What follows belongs to an exercise in optimizing a design on an open flow for small area, a short achievable clock period and few clock cycles; a production flow would make more cautious choices.
No activity file was given, so power comes from the tool's default toggle rates.

nickel:
==> flow/design.v (excerpt) <==
module user_proj_sdram (
    input  wire        wb_clk_i,
    input  wire        wb_rst_i,
    input  wire        wbs_stb_i,
    input  wire        wbs_cyc_i,
    input  wire        wbs_we_i,
    input  wire [3:0]  wbs_sel_i,
    input  wire [31:0] wbs_dat_i,
    input  wire [31:0] wbs_adr_i,
    output wire        wbs_ack_o,
    output wire [31:0] wbs_dat_o,
    output wire        sdram_cke,
    output wire        sdram_cs_n,
    output wire        sdram_ras_n,
    output wire        sdram_cas_n,
    output wire        sdram_we_n,
    output wire [3:0]  sdram_dqm,
    output wire [1:0]  sdram_ba,
    output wire [12:0] sdram_a,
    input  wire [31:0] sdram_dqi,
    output wire [31:0] sdram_dqo
);
    sdram_controller u_ctrl (
        .clk      (wb_clk_i),
        .rst      (wb_rst_i),
        .req      (wbs_stb_i & wbs_cyc_i),
        .we       (wbs_we_i),
        .sel      (wbs_sel_i),
        .adr      (wbs_adr_i[22:0]),
        .dat_i    (wbs_dat_i),
        .ack      (wbs_ack_o),
        .dat_o    (wbs_dat_o),
        .sdram_cke(sdram_cke),
        .sdram_cs_n(sdram_cs_n),
        .sdram_ras_n(sdram_ras_n),
        .sdram_cas_n(sdram_cas_n),
        .sdram_we_n(sdram_we_n),
        .sdram_dqm(sdram_dqm),
        .sdram_ba (sdram_ba),
        .sdram_a  (sdram_a),
        .sdram_dqi(sdram_dqi),
        .sdram_dqo(sdram_dqo)
    );
endmodule
Settings: LEC_CHECK=0, CAP_MARGIN=20, CORE_MARGIN=2, CORE_UTILIZATION=40, SETUP_SLACK_MARGIN=1.5, SLEW_MARGIN=20; clock period 4.5 ns.
run.sh (not shown) runs the stock make flow with config.mk's settings and CLKGATE_MAP_FILE= SYNTH_SCRIPT=/design/flow/synth_recipe.tcl, a recipe that flattens the netlist after the stock synthesis.
Setup changes, nickel to indigo
--- a/flow/design.v
+++ b/flow/design.v
@@ -37,29 +37,28 @@
     reg  [2:0]  tact_q [0:3];    
     reg  [2:0]  tref_q;          
     reg  [9:0]  rcnt_q;
     reg         rreq_q;
     reg         av_q, bv_q;
     reg  [11:0] atag_q, btag_q;
     reg         rpend_q;                    
     reg         eon_q;
-    reg  [22:0] p0_q, p1_q;
-    reg  [7:0]  d0_q, d1_q;                 
-    reg  [22:0] h1_q;
+    reg  [11:0] p0_q, p1_q;                 
+    reg  [5:0]  d0_q, d1_q;                 
+    reg  [11:0] h1_q;
     reg  [7:0]  h2_q;
     reg         hseq_q;                     
     reg  [1:0]  hcnt_q;
     integer i;
     wire rd = req & ~we;
     wire wr = req & we;
     wire [1:0]  xb = adr[13:12];
     wire [12:0] xr = {adr[1:0], adr[22:14]};
-    wire [1:0]  pb = p0_q[13:12];
-    wire [12:0] pr = {p0_q[1:0], p0_q[22:14]};
+    wire [1:0]  pb = p0_q[11:10];
     wire last_act = (cmd_q == CMD_ACTIVE);
     wire last_pre = (cmd_q == CMD_PRECHARGE);
     wire last_wr  = (cmd_q == CMD_WRITE);
     reg [3:0] rw_ok, pre_ok, act_ok, row_hit_x;
     reg       all_pre_ok, ref_ok;
     always @* begin
         all_pre_ok = ~last_wr;
         ref_ok = (tref_q == 3'd7) & ~last_pre & ~(|open_q);
@@ -69,22 +68,30 @@
             act_ok[i] = (tact_q[i] == 3'd7) & ~last_pre & ~last_act & (tref_q == 3'd7);
             row_hit_x[i] = (row_q[i] == xr);
             if (open_q[i] && tact_q[i] < 3'd5)
                 all_pre_ok = 1'b0;
         end
     end
     wire x_rowok = open_q[xb] & row_hit_x[xb];
     wire hit_b   = bv_q & (adr[13:2] == btag_q) & row_hit_x[xb];
+    wire       col_eq = (adr[11:2] == btag_q[9:0]);
+    reg  [3:0] ack_b;
+    always @* begin
+        for (i = 0; i < 4; i = i + 1)
+            ack_b[i] = (xb == i) & row_hit_x[i] &
+                       ((rd & col_eq & bv_q & (btag_q[11:10] == i)) |
+                        (wr & rw_ok[i] & ~rreq_q));
+    end
     wire x_go    = rw_ok[xb] & row_hit_x[xb] & ~rreq_q;
-    wire p_go    = eon_q & rw_ok[pb] & (row_q[pb] == pr) & ~rreq_q;
+    wire p_go    = eon_q & rw_ok[pb] & ~rreq_q;
     wire wr_acc = wr & x_go;
     wire rd_ack = rd & hit_b;
     wire miss   = rd & ~hit_b & ~rpend_q;
-    assign ack = rd_ack | wr_acc;
+    assign ack = |ack_b;
     assign dat_o = sdram_dqi;
     reg  [3:0]  cmd_d;
     reg  [1:0]  ba_d;
     reg  [12:0] a_d;
     reg         do_act, do_pre, do_pre_all, do_ref, dir_rd, spec_rd;
     always @* begin
         cmd_d = CMD_NOP;
         ba_d = xb;
@@ -120,34 +127,33 @@
             end else if (act_ok[xb]) begin
                 cmd_d = CMD_ACTIVE;
                 a_d = xr;
                 do_act = 1'b1;
             end
         end else if (p_go) begin
             cmd_d = CMD_READ;
             ba_d = pb;
-            a_d = {3'b000, p0_q[11:2]};
+            a_d = {3'b000, p0_q[9:0]};
             spec_rd = 1'b1;
         end
     end
     assign sdram_cke = 1'b1;
     assign {sdram_cs_n, sdram_ras_n, sdram_cas_n, sdram_we_n} = cmd_q;
     assign sdram_ba = ba_q;
     assign sdram_a = a_q;
     assign sdram_dqo = dqo_q;
     assign sdram_dqm = dqm_q;
-    wire        dual = (hcnt_q == 2'd3) & hseq_q & (adr[11:2] != h1_q[11:2] + 10'd1);
+    wire        dual = (hcnt_q == 2'd3) & hseq_q & (adr[11:2] != h1_q[9:0] + 10'd1);
     wire [7:0]  t_dx = adr[9:2] - h2_q;
-    wire [22:0] t_p0 = dual ? {h1_q[22:12], h1_q[11:2] + 10'd1, h1_q[1:0]}
-                            : {adr[22:12], adr[11:2] + 10'd1, adr[1:0]};
-    wire [22:0] t_p1 = dual ? {adr[22:12], adr[11:2] + {2'd0, t_dx}, adr[1:0]}
-                            : {adr[22:12], adr[11:2] + 10'd2, adr[1:0]};
-    wire [7:0]  t_d0 = dual ? 8'd1 : 8'd2;
-    wire [7:0]  t_d1 = dual ? t_dx : 8'd2;
+    wire [11:0] t_p0 = dual ? {h1_q[11:10], h1_q[9:0] + 10'd1}
+                            : {adr[13:12], adr[11:2] + 10'd1};
+    wire [11:0] t_p1 = {adr[13:12], adr[11:2] + (dual ? {4'd0, t_dx[5:0]} : 10'd2)};
+    wire [5:0]  t_d0 = dual ? 6'd1 : 6'd2;
+    wire [5:0]  t_d1 = dual ? t_dx[5:0] : 6'd2;
     always @(posedge clk) begin
         if (rst) begin
             cmd_q <= CMD_NOP;
             open_q <= 4'd0;
             for (i = 0; i < 4; i = i + 1)
                 tact_q[i] <= 3'd7;
             tref_q <= 3'd7;
             rcnt_q <= 10'd0;
@@ -200,23 +206,23 @@
         btag_q <= atag_q;
         if (dir_rd) begin
             p0_q <= t_p0;
             p1_q <= t_p1;
             d0_q <= t_d0;
             d1_q <= t_d1;
         end else if (spec_rd) begin
             p0_q <= p1_q;
-            p1_q <= {p0_q[22:12], p0_q[11:2] + {2'd0, d0_q}, p0_q[1:0]};
+            p1_q <= {p0_q[11:10], p0_q[9:0] + {4'd0, d0_q}};
             d0_q <= d1_q;
             d1_q <= d0_q;
         end
         if (rd_ack) begin
-            h1_q <= adr;
-            h2_q <= h1_q[9:2];
+            h1_q <= adr[13:2];
+            h2_q <= h1_q[7:0];
             hseq_q <= (adr[9:2] == h2_q + 8'd1);
         end
     end
 endmodule
 `default_nettype wire
 `default_nettype none
 module user_proj_sdram (
     input  wire        wb_clk_i,
[summary]
In indigo the required arrival time at the worst endpoint turned out 1.16 ns higher than in nickel. indigo ended up with sky130_fd_sc_hd__dfxtp_1 as its most frequent standard cell in the layout excluding fill and tap cells; nickel ended up with sky130_fd_sc_hd__edfxtp_1. Met1 track demand over resource in global routing: indigo higher than nickel. Re number of flip-flops and latches in the synthesized netlist: nickel and indigo aren't equal, and the lower value belongs to indigo. indigo against nickel: worst hold slack -0.010 ns, largest fanout on the critical path +3.
No run of this note included a check of the RTL's function; only the layout flow was run.

---

The RTL this note starts from:
==> flow/design.v <==
`default_nettype none
module sdram_controller (
    input  wire        clk,
    input  wire        rst,
    input  wire        req,
    input  wire        we,
    input  wire [3:0]  sel,
    input  wire [22:0] adr,
    input  wire [31:0] dat_i,
    output wire        ack,
    output wire [31:0] dat_o,
    output wire        sdram_cke,
    output wire        sdram_cs_n,
    output wire        sdram_ras_n,
    output wire        sdram_cas_n,
    output wire        sdram_we_n,
    output wire [3:0]  sdram_dqm,
    output wire [1:0]  sdram_ba,
    output wire [12:0] sdram_a,
    input  wire [31:0] sdram_dqi,
    output wire [31:0] sdram_dqo
);
    localparam [3:0] CMD_NOP       = 4'b0111;
    localparam [3:0] CMD_ACTIVE    = 4'b0011;
    localparam [3:0] CMD_READ      = 4'b0101;
    localparam [3:0] CMD_WRITE     = 4'b0100;
    localparam [3:0] CMD_PRECHARGE = 4'b0010;
    localparam [3:0] CMD_REFRESH   = 4'b0001;
    localparam [9:0] REF_AT = 10'd760;
    reg  [3:0]  cmd_q;
    reg  [1:0]  ba_q;
    reg  [12:0] a_q;
    reg  [31:0] dqo_q;
    reg  [3:0]  dqm_q;
    reg  [3:0]  open_q;
    reg  [12:0] row_q [0:3];
    reg  [2:0]  tact_q [0:3];    
    reg  [2:0]  tref_q;          
    reg  [9:0]  rcnt_q;
    reg         rreq_q;
    reg         av_q, bv_q;
    reg  [11:0] atag_q, btag_q;
    reg         rpend_q;                    
    reg         eon_q;
    reg  [22:0] p0_q, p1_q;
    reg  [7:0]  d0_q, d1_q;                 
    reg  [22:0] h1_q;
    reg  [7:0]  h2_q;
    reg         hseq_q;                     
    reg  [1:0]  hcnt_q;
    integer i;
    wire rd = req & ~we;
    wire wr = req & we;
    wire [1:0]  xb = adr[13:12];
    wire [12:0] xr = {adr[1:0], adr[22:14]};
    wire [1:0]  pb = p0_q[13:12];
    wire [12:0] pr = {p0_q[1:0], p0_q[22:14]};
    wire last_act = (cmd_q == CMD_ACTIVE);
    wire last_pre = (cmd_q == CMD_PRECHARGE);
    wire last_wr  = (cmd_q == CMD_WRITE);
    reg [3:0] rw_ok, pre_ok, act_ok, row_hit_x;
    reg       all_pre_ok, ref_ok;
    always @* begin
        all_pre_ok = ~last_wr;
        ref_ok = (tref_q == 3'd7) & ~last_pre & ~(|open_q);
        for (i = 0; i < 4; i = i + 1) begin
            rw_ok[i]  = open_q[i] & (tact_q[i] >= 3'd2);
            pre_ok[i] = (tact_q[i] >= 3'd5) & ~(last_wr & ba_q == i);
            act_ok[i] = (tact_q[i] == 3'd7) & ~last_pre & ~last_act & (tref_q == 3'd7);
            row_hit_x[i] = (row_q[i] == xr);
            if (open_q[i] && tact_q[i] < 3'd5)
                all_pre_ok = 1'b0;
        end
    end
    wire x_rowok = open_q[xb] & row_hit_x[xb];
    wire hit_b   = bv_q & (adr[13:2] == btag_q) & row_hit_x[xb];
    wire x_go    = rw_ok[xb] & row_hit_x[xb] & ~rreq_q;
    wire p_go    = eon_q & rw_ok[pb] & (row_q[pb] == pr) & ~rreq_q;
    wire wr_acc = wr & x_go;
    wire rd_ack = rd & hit_b;
    wire miss   = rd & ~hit_b & ~rpend_q;
    assign ack = rd_ack | wr_acc;
    assign dat_o = sdram_dqi;
    reg  [3:0]  cmd_d;
    reg  [1:0]  ba_d;
    reg  [12:0] a_d;
    reg         do_act, do_pre, do_pre_all, do_ref, dir_rd, spec_rd;
    always @* begin
        cmd_d = CMD_NOP;
        ba_d = xb;
        a_d = {3'b000, adr[11:2]};
        do_act = 1'b0;
        do_pre = 1'b0;
        do_pre_all = 1'b0;
        do_ref = 1'b0;
        dir_rd = 1'b0;
        spec_rd = 1'b0;
        if (rreq_q) begin
            a_d[10] = 1'b1;
            if (|open_q) begin
                if (all_pre_ok) begin
                    cmd_d = CMD_PRECHARGE;
                    do_pre_all = 1'b1;
                end
            end else if (ref_ok) begin
                cmd_d = CMD_REFRESH;
                do_ref = 1'b1;
            end
        end else if (wr | miss) begin
            if (x_rowok) begin
                if (x_go) begin
                    cmd_d = wr ? CMD_WRITE : CMD_READ;
                    dir_rd = rd;
                end
            end else if (open_q[xb]) begin
                if (pre_ok[xb]) begin
                    cmd_d = CMD_PRECHARGE;
                    do_pre = 1'b1;
                end
            end else if (act_ok[xb]) begin
                cmd_d = CMD_ACTIVE;
                a_d = xr;
                do_act = 1'b1;
            end
        end else if (p_go) begin
            cmd_d = CMD_READ;
            ba_d = pb;
            a_d = {3'b000, p0_q[11:2]};
            spec_rd = 1'b1;
        end
    end
    assign sdram_cke = 1'b1;
    assign {sdram_cs_n, sdram_ras_n, sdram_cas_n, sdram_we_n} = cmd_q;
    assign sdram_ba = ba_q;
    assign sdram_a = a_q;
    assign sdram_dqo = dqo_q;
    assign sdram_dqm = dqm_q;
    wire        dual = (hcnt_q == 2'd3) & hseq_q & (adr[11:2] != h1_q[11:2] + 10'd1);
    wire [7:0]  t_dx = adr[9:2] - h2_q;
    wire [22:0] t_p0 = dual ? {h1_q[22:12], h1_q[11:2] + 10'd1, h1_q[1:0]}
                            : {adr[22:12], adr[11:2] + 10'd1, adr[1:0]};
    wire [22:0] t_p1 = dual ? {adr[22:12], adr[11:2] + {2'd0, t_dx}, adr[1:0]}
                            : {adr[22:12], adr[11:2] + 10'd2, adr[1:0]};
    wire [7:0]  t_d0 = dual ? 8'd1 : 8'd2;
    wire [7:0]  t_d1 = dual ? t_dx : 8'd2;
    always @(posedge clk) begin
        if (rst) begin
            cmd_q <= CMD_NOP;
            open_q <= 4'd0;
            for (i = 0; i < 4; i = i + 1)
                tact_q[i] <= 3'd7;
            tref_q <= 3'd7;
            rcnt_q <= 10'd0;
            rreq_q <= 1'b0;
            av_q <= 1'b0;
            bv_q <= 1'b0;
            rpend_q <= 1'b0;
            eon_q <= 1'b0;
            hcnt_q <= 2'd0;
        end else begin
            cmd_q <= cmd_d;
            for (i = 0; i < 4; i = i + 1)
                if (tact_q[i] != 3'd7) tact_q[i] <= tact_q[i] + 3'd1;
            if (tref_q != 3'd7) tref_q <= tref_q + 3'd1;
            if (do_act) begin
                open_q[xb] <= 1'b1;
                tact_q[xb] <= 3'd1;
            end
            if (do_pre)
                open_q[xb] <= 1'b0;
            if (do_pre_all)
                open_q <= 4'd0;
            if (do_ref) begin
                tref_q <= 3'd1;
                rcnt_q <= 10'd0;
                rreq_q <= 1'b0;
            end else begin
                rcnt_q <= rcnt_q + 10'd1;
                if (rcnt_q == REF_AT)
                    rreq_q <= 1'b1;
            end
            av_q <= (cmd_q == CMD_READ) & ~wr_acc;
            bv_q <= av_q & ~wr_acc;
            rpend_q <= (rpend_q | dir_rd) & ~rd_ack & ~wr_acc;
            if (wr_acc) begin
                eon_q <= 1'b0;
                hcnt_q <= 2'd0;
            end else if (dir_rd)
                eon_q <= 1'b1;
            if (rd_ack && hcnt_q != 2'd3)
                hcnt_q <= hcnt_q + 2'd1;
        end
        ba_q <= ba_d;
        a_q <= a_d;
        dqo_q <= dat_i;
        dqm_q <= ~sel;
        if (do_act)
            row_q[xb] <= xr;
        atag_q <= {ba_q, a_q[9:0]};
        btag_q <= atag_q;
        if (dir_rd) begin
            p0_q <= t_p0;
            p1_q <= t_p1;
            d0_q <= t_d0;
            d1_q <= t_d1;
        end else if (spec_rd) begin
            p0_q <= p1_q;
            p1_q <= {p0_q[22:12], p0_q[11:2] + {2'd0, d0_q}, p0_q[1:0]};
            d0_q <= d1_q;
            d1_q <= d0_q;
        end
        if (rd_ack) begin
            h1_q <= adr;
            h2_q <= h1_q[9:2];
            hseq_q <= (adr[9:2] == h2_q + 8'd1);
        end
    end
endmodule
`default_nettype wire
`default_nettype none
module user_proj_sdram (
    input  wire        wb_clk_i,
    input  wire        wb_rst_i,
    input  wire        wbs_stb_i,
    input  wire        wbs_cyc_i,
    input  wire        wbs_we_i,
    input  wire [3:0]  wbs_sel_i,
    input  wire [31:0] wbs_dat_i,
    input  wire [31:0] wbs_adr_i,
    output wire        wbs_ack_o,
    output wire [31:0] wbs_dat_o,
    output wire        sdram_cke,
    output wire        sdram_cs_n,
    output wire        sdram_ras_n,
    output wire        sdram_cas_n,
    output wire        sdram_we_n,
    output wire [3:0]  sdram_dqm,
    output wire [1:0]  sdram_ba,
    output wire [12:0] sdram_a,
    input  wire [31:0] sdram_dqi,
    output wire [31:0] sdram_dqo
);
    sdram_controller u_ctrl (
        .clk      (wb_clk_i),
        .rst      (wb_rst_i),
        .req      (wbs_stb_i & wbs_cyc_i),
        .we       (wbs_we_i),
        .sel      (wbs_sel_i),
        .adr      (wbs_adr_i[22:0]),
        .dat_i    (wbs_dat_i),
        .ack      (wbs_ack_o),
        .dat_o    (wbs_dat_o),
        .sdram_cke(sdram_cke),
        .sdram_cs_n(sdram_cs_n),
        .sdram_ras_n(sdram_ras_n),
        .sdram_cas_n(sdram_cas_n),
        .sdram_we_n(sdram_we_n),
        .sdram_dqm(sdram_dqm),
        .sdram_ba (sdram_ba),
        .sdram_a  (sdram_a),
        .sdram_dqi(sdram_dqi),
        .sdram_dqo(sdram_dqo)
    );
endmodule
`default_nettype wire
Settings: LEC_CHECK=0, CAP_MARGIN=20, CORE_MARGIN=2, CORE_UTILIZATION=40, SLEW_MARGIN=20; clock period 4.5 ns.
The baseline completed without violations.
Next try:
--- a/flow/design.v
+++ b/flow/design.v
@@ -38,19 +38,20 @@
     reg  [2:0]  tref_q;          
     reg  [9:0]  rcnt_q;
     reg         rreq_q;
-    reg         av_q, bv_q;
-    reg  [11:0] atag_q, btag_q;
+    reg         cv_q, av_q, bv_q;           
+    reg  [22:0] ctag_q, atag_q, btag_q;
     reg         rpend_q;                    
     reg         eon_q;
     reg  [22:0] p0_q, p1_q;
-    reg  [7:0]  d0_q, d1_q;                 
+    reg  [7:0]  d0_q, d1_q;
     reg  [22:0] h1_q;
-    reg  [7:0]  h2_q;
+    reg  [11:0] h2_q;
     reg         hseq_q;                     
     reg  [1:0]  hcnt_q;
     integer i;
     wire rd = req & ~we;
     wire wr = req & we;
+    wire hit_b = bv_q & (adr == btag_q);
     wire [1:0]  xb = adr[13:12];
     wire [12:0] xr = {adr[1:0], adr[22:14]};
     wire [1:0]  pb = p0_q[13:12];
@@ -73,7 +74,6 @@
         end
     end
     wire x_rowok = open_q[xb] & row_hit_x[xb];
-    wire hit_b   = bv_q & (adr[13:2] == btag_q) & row_hit_x[xb];
     wire x_go    = rw_ok[xb] & row_hit_x[xb] & ~rreq_q;
     wire p_go    = eon_q & rw_ok[pb] & (row_q[pb] == pr) & ~rreq_q;
     wire wr_acc = wr & x_go;
@@ -135,14 +135,12 @@
     assign sdram_a = a_q;
     assign sdram_dqo = dqo_q;
     assign sdram_dqm = dqm_q;
-    wire        dual = (hcnt_q == 2'd3) & hseq_q & (adr[11:2] != h1_q[11:2] + 10'd1);
-    wire [7:0]  t_dx = adr[9:2] - h2_q;
-    wire [22:0] t_p0 = dual ? {h1_q[22:12], h1_q[11:2] + 10'd1, h1_q[1:0]}
-                            : {adr[22:12], adr[11:2] + 10'd1, adr[1:0]};
-    wire [22:0] t_p1 = dual ? {adr[22:12], adr[11:2] + {2'd0, t_dx}, adr[1:0]}
-                            : {adr[22:12], adr[11:2] + 10'd2, adr[1:0]};
-    wire [7:0]  t_d0 = dual ? 8'd1 : 8'd2;
-    wire [7:0]  t_d1 = dual ? t_dx : 8'd2;
+    wire        dual = (hcnt_q == 2'd3) & hseq_q & (adr != h1_q + 23'd4);
+    wire [22:0] t_p0 = dual ? h1_q + 23'd4 : adr + 23'd4;
+    wire [7:0]  t_dx = adr[7:0] - h2_q[7:0];
+    wire [22:0] t_p1 = dual ? adr + {15'd0, t_dx} : adr + 23'd8;
+    wire [7:0]  t_d0 = dual ? 8'd4 : 8'd8;
+    wire [7:0]  t_d1 = dual ? t_dx : 8'd8;
     always @(posedge clk) begin
         if (rst) begin
             cmd_q <= CMD_NOP;
@@ -152,6 +150,7 @@
             tref_q <= 3'd7;
             rcnt_q <= 10'd0;
             rreq_q <= 1'b0;
+            cv_q <= 1'b0;
             av_q <= 1'b0;
             bv_q <= 1'b0;
             rpend_q <= 1'b0;
@@ -179,7 +178,8 @@
                 if (rcnt_q == REF_AT)
                     rreq_q <= 1'b1;
             end
-            av_q <= (cmd_q == CMD_READ) & ~wr_acc;
+            cv_q <= (dir_rd | spec_rd);
+            av_q <= cv_q & ~wr_acc;
             bv_q <= av_q & ~wr_acc;
             rpend_q <= (rpend_q | dir_rd) & ~rd_ack & ~wr_acc;
             if (wr_acc) begin
@@ -196,7 +196,8 @@
         dqm_q <= ~sel;
         if (do_act)
             row_q[xb] <= xr;
-        atag_q <= {ba_q, a_q[9:0]};
+        ctag_q <= spec_rd ? p0_q : adr;
+        atag_q <= ctag_q;
         btag_q <= atag_q;
         if (dir_rd) begin
             p0_q <= t_p0;
@@ -205,14 +206,14 @@
             d1_q <= t_d1;
         end else if (spec_rd) begin
             p0_q <= p1_q;
-            p1_q <= {p0_q[22:12], p0_q[11:2] + {2'd0, d0_q}, p0_q[1:0]};
+            p1_q <= p0_q + {15'd0, d0_q};
             d0_q <= d1_q;
             d1_q <= d0_q;
         end
         if (rd_ack) begin
             h1_q <= adr;
-            h2_q <= h1_q[9:2];
-            hseq_q <= (adr[9:2] == h2_q + 8'd1);
+            h2_q <= h1_q[11:0];
+            hseq_q <= (adr[11:0] == h2_q + 12'd4);
         end
     end
 endmodule
Result:
- The changed run completed without violations
- setup slack is worse by 22 ps
- final area is higher by 24%
- routed wire length is higher by 42%
- die area is higher by 21%
- total power is higher by 21%
- register-to-register slack is worse by 390 ps
- clock-buffer cell count is higher by 15
- synthesized cell count is higher by 28%
- fmax is lower by 0.51%
- flip-flop and latch count is higher by 50
- via count is higher by 31%
No functional check of the RTL was part of any run of this note.

[re-timing with driven ports]
The flow's constraints put no driver on any port. The routed layouts listed below were extracted and timed again, unchanged, in two steps.
Step 1: set_driving_cell puts a clkbuf_16 on wb_clk_i and a buf_2 on each other input, an assumption about the parent block.
Step 2 adds t to the input delays and takes it off the output delays; t is the mean of the earliest and latest rising clock arrival at the registers after step 1. Input paths then give back, and output paths get back, about the clock's delay inside the block.
Slacks: no drivers / after step 1 / after step 2; pairs: no drivers / after step 1.
run	t (ns)	setup WS [ns]	slew at the worst register clock pin (ns)
nickel	0.613	1.019 / 0.976 / 0.653	0.06 / 0.06
indigo	0.555	1.049 / 1.036 / 0.598	0.06 / 0.06
the first run of note 2	0.594	0.280 / 0.257 / -0.056	0.07 / 0.07
the second run of note 2	0.589	0.258 / 0.236 / -0.276	0.07 / 0.07
Met with ideal ports but missed after step 2: setup timing in the first run of note 2 and the second run of note 2. The setup slack of the second run of note 2, which loses most, moves by -0.022 ns with the drivers and by -0.534 ns with both steps.
